Background: an optimization exercise with open tools, aiming at small area, a short achievable clock period and few clock cycles. Do not read the settings as production practice. In this exercise RTL edits were held to simulation tests only and were not proved equivalent to the original. Power figures rest on the tool's default switching activity, not on a simulated workload.

## rv32i_core
module rv32i_core (
  input         clk,
  input         rst_n,
  output [31:0] imem_addr,
  input  [31:0] imem_rdata,
  output        dmem_valid,
  output        dmem_we,
  output [31:0] dmem_addr,
  output [31:0] dmem_wdata,
  output [3:0]  dmem_wstrb,
  input  [31:0] dmem_rdata,
  output        halted
);
  reg [31:0] rf [1:31];
  reg [31:0] fpc;         
  reg [15:0] bht;         
  reg        d_v;         
  reg [31:0] d_ir;
  reg [31:0] d_pc;
  reg        d_pred;      
  reg [31:1] d_s1;        
  reg        d_h1, d_h2;  
  reg        p_ldst, p_st, p_jalr, p_sll, p_sub, p_sgn, p_useb;
  reg        halt_r;      
  reg        x_wen;       
  reg        x_br, x_ld, x_st, x_halt;
  reg [31:0] x_a;         
  reg [31:0] x_b;         
  reg [1:0]  x_ba;        
  reg [31:0] x_c;         
  reg        x_pred;      
  reg        x_back;      
  reg [3:0]  x_bi;        
  reg        x_late;      
  reg [4:0]  x_rd;
  reg        x_sra;       
  reg [4:0]  x_sh;        
  reg [2:0]  x_f3;
  ...
clock: 10.0 ns
lec_check: 0
cap_margin: 20
core_margin: 2
core_utilization: 40
cts_buf_list: sky130_fd_sc_hd__clkbuf_16
cts_cluster_diameter: 120
cts_cluster_size: 24
place_density: 0.55
slew_margin: 20
standard.sh (not shown) runs the stock make flow with config.mk's settings and CLKGATE_MAP_FILE= SYNTH_SCRIPT=/design/flow/synth_recipe.tcl, a recipe that flattens the netlist after the stock synthesis.
==> flow/flow/run.sh <==
#!/bin/bash
set -euo pipefail
bash standard.sh SETUP_SLACK_MARGIN=5.5 finish > standard_flow.log 2>&1
The starting point produced a clean layout.
Testbench counts at the start, summed over its fixed seeds: cycles 75,955.
Next try:
==> flow/run.sh (new file) <==
#!/bin/bash
# synth_recipe.tcl (not shown) runs the flow's synth.tcl, then flattens the netlist and writes it again
# the make line also repeats each setting of config.mk as NAME=value (left out here)
make -C /OpenROAD-flow-scripts/flow DESIGN_CONFIG=/design/flow/config.mk WORK_HOME=/design/flow/orfs CLKGATE_MAP_FILE= SYNTH_SCRIPT=/design/flow/synth_recipe.tcl finish
Settings changed: CORE_UTILIZATION 40 to 35, PLACE_DENSITY 0.55 to 0.5, SETUP_SLACK_MARGIN from default to 5.
removed: flow/flow/run.sh
removed: flow/standard.sh
Via count falls by 2.0%.
Die area rises by 14%.
Power stays flat.
Global-route usage falls by 3.8 points.
Design area falls by about 2%.
Clock skew falls by 0.071 ns.
Synthesized area stays the same.
Next try:
==> flow/flow/run.sh (new file) <==
#!/bin/bash
set -euo pipefail
bash standard.sh SETUP_SLACK_MARGIN=7 finish > standard_flow.log 2>&1
==> flow/standard.sh (new file) <==
#!/bin/bash
# synth_recipe.tcl (not shown) runs the flow's synth.tcl, then flattens the netlist and writes it again
# the make line also repeats each setting of config.mk as NAME=value (left out here)
make -C /OpenROAD-flow-scripts/flow DESIGN_CONFIG=/design/flow/config.mk WORK_HOME=/design/flow/orfs CLKGATE_MAP_FILE= SYNTH_SCRIPT=/design/flow/synth_recipe.tcl "${@:-finish}"
Settings changed: SETUP_SLACK_MARGIN 5 to default.
removed: flow/run.sh
Outcome: Cell area came out higher by a quarter to a third. Sequential share of layout area drops by 9.4 points. Global-route usage goes up by 5.4 points. Power rises by about a fifth. Worst setup slack improved by 0.64 ns.
Next try:
==> flow/run.sh (new file) <==
#!/bin/bash
# synth_recipe.tcl (not shown) runs the flow's synth.tcl, then flattens the netlist and writes it again
# the make line also repeats each setting of config.mk as NAME=value (left out here)
make -C /OpenROAD-flow-scripts/flow DESIGN_CONFIG=/design/flow/config.mk WORK_HOME=/design/flow/orfs CLKGATE_MAP_FILE= SYNTH_SCRIPT=/design/flow/synth_recipe.tcl finish
Settings changed: SETUP_SLACK_MARGIN from default to 5, TNS_END_PERCENT from default to 20.
removed: flow/flow/run.sh
removed: flow/standard.sh
Result:
- The new run completed without violations
- worst setup slack got worse by 0.84 ns
- global-route usage came out lower by 5.4 points
- maximum frequency is lower by 16%
- routed wire length drops by 14%
- final area fell by 20%
- worst hold slack is better by 0.011 ns
- area after synthesis stays the same
- clock skew stays flat
Next try:
==> flow/flow/run.sh (new file) <==
#!/bin/bash
set -euo pipefail
bash standard.sh SETUP_SLACK_MARGIN=5.5 finish > standard_flow.log 2>&1
==> flow/standard.sh (new file) <==
#!/bin/bash
# synth_recipe.tcl (not shown) runs the flow's synth.tcl, then flattens the netlist and writes it again
# the make line also repeats each setting of config.mk as NAME=value (left out here)
make -C /OpenROAD-flow-scripts/flow DESIGN_CONFIG=/design/flow/config.mk WORK_HOME=/design/flow/orfs CLKGATE_MAP_FILE= SYNTH_SCRIPT=/design/flow/synth_recipe.tcl "${@:-finish}"
Settings changed: SETUP_SLACK_MARGIN 5 to default, TNS_END_PERCENT 20 to default.
removed: flow/run.sh
The changed run completed without violations.
Power came out higher by 0.50%.
Wire length climbs by 1.2%.
Final area went up by 2.9%.
Maximum frequency went up by 14%.
Sequential share of layout area shrinks by 1.3 points.
Critical path depth went down by 3.
Synthesized cell count is unchanged.

## afterwards: timing with drivers on the ports
The flow's constraints put no driver on any port. The routed layouts listed below were extracted and timed again, unchanged, in two steps.
Step 1: set_driving_cell puts a clkbuf_16 on clk and a buf_2 on each other input, an assumption about the parent block.
Step 2 also shifts input and output timing later by t, the mid clock arrival at the registers, as if the neighbouring blocks saw the same clock.
Slacks: ideal / step 1 / step 2; pairs: ideal / step 1.
run | t (ns) | slack for setup (ns) | hold slack, ns | worst setup path at the end
the first run | 0.873 | 5.282 / 5.282 / 4.612 | 0.487 / 0.487 / 0.487 | input to register
the second run | 0.861 | 4.977 / 4.977 / 4.302 | 0.464 / 0.464 / 0.464 | input to register
the third run | 0.840 | 5.615 / 5.615 / 4.971 | 0.463 / 0.463 / 0.463 | input to register
the fourth run | 0.823 | 4.779 / 4.779 / 4.128 | 0.475 / 0.475 / 0.475 | input to register
the fifth run | 0.889 | 5.415 / 5.415 / 4.666 | 0.486 / 0.486 / 0.486 | input to register
After both steps every run listed still meets setup and hold. The setup slack of the fifth run, which loses most, moves by 0.000 ns with the drivers and by -0.749 ns with both steps.
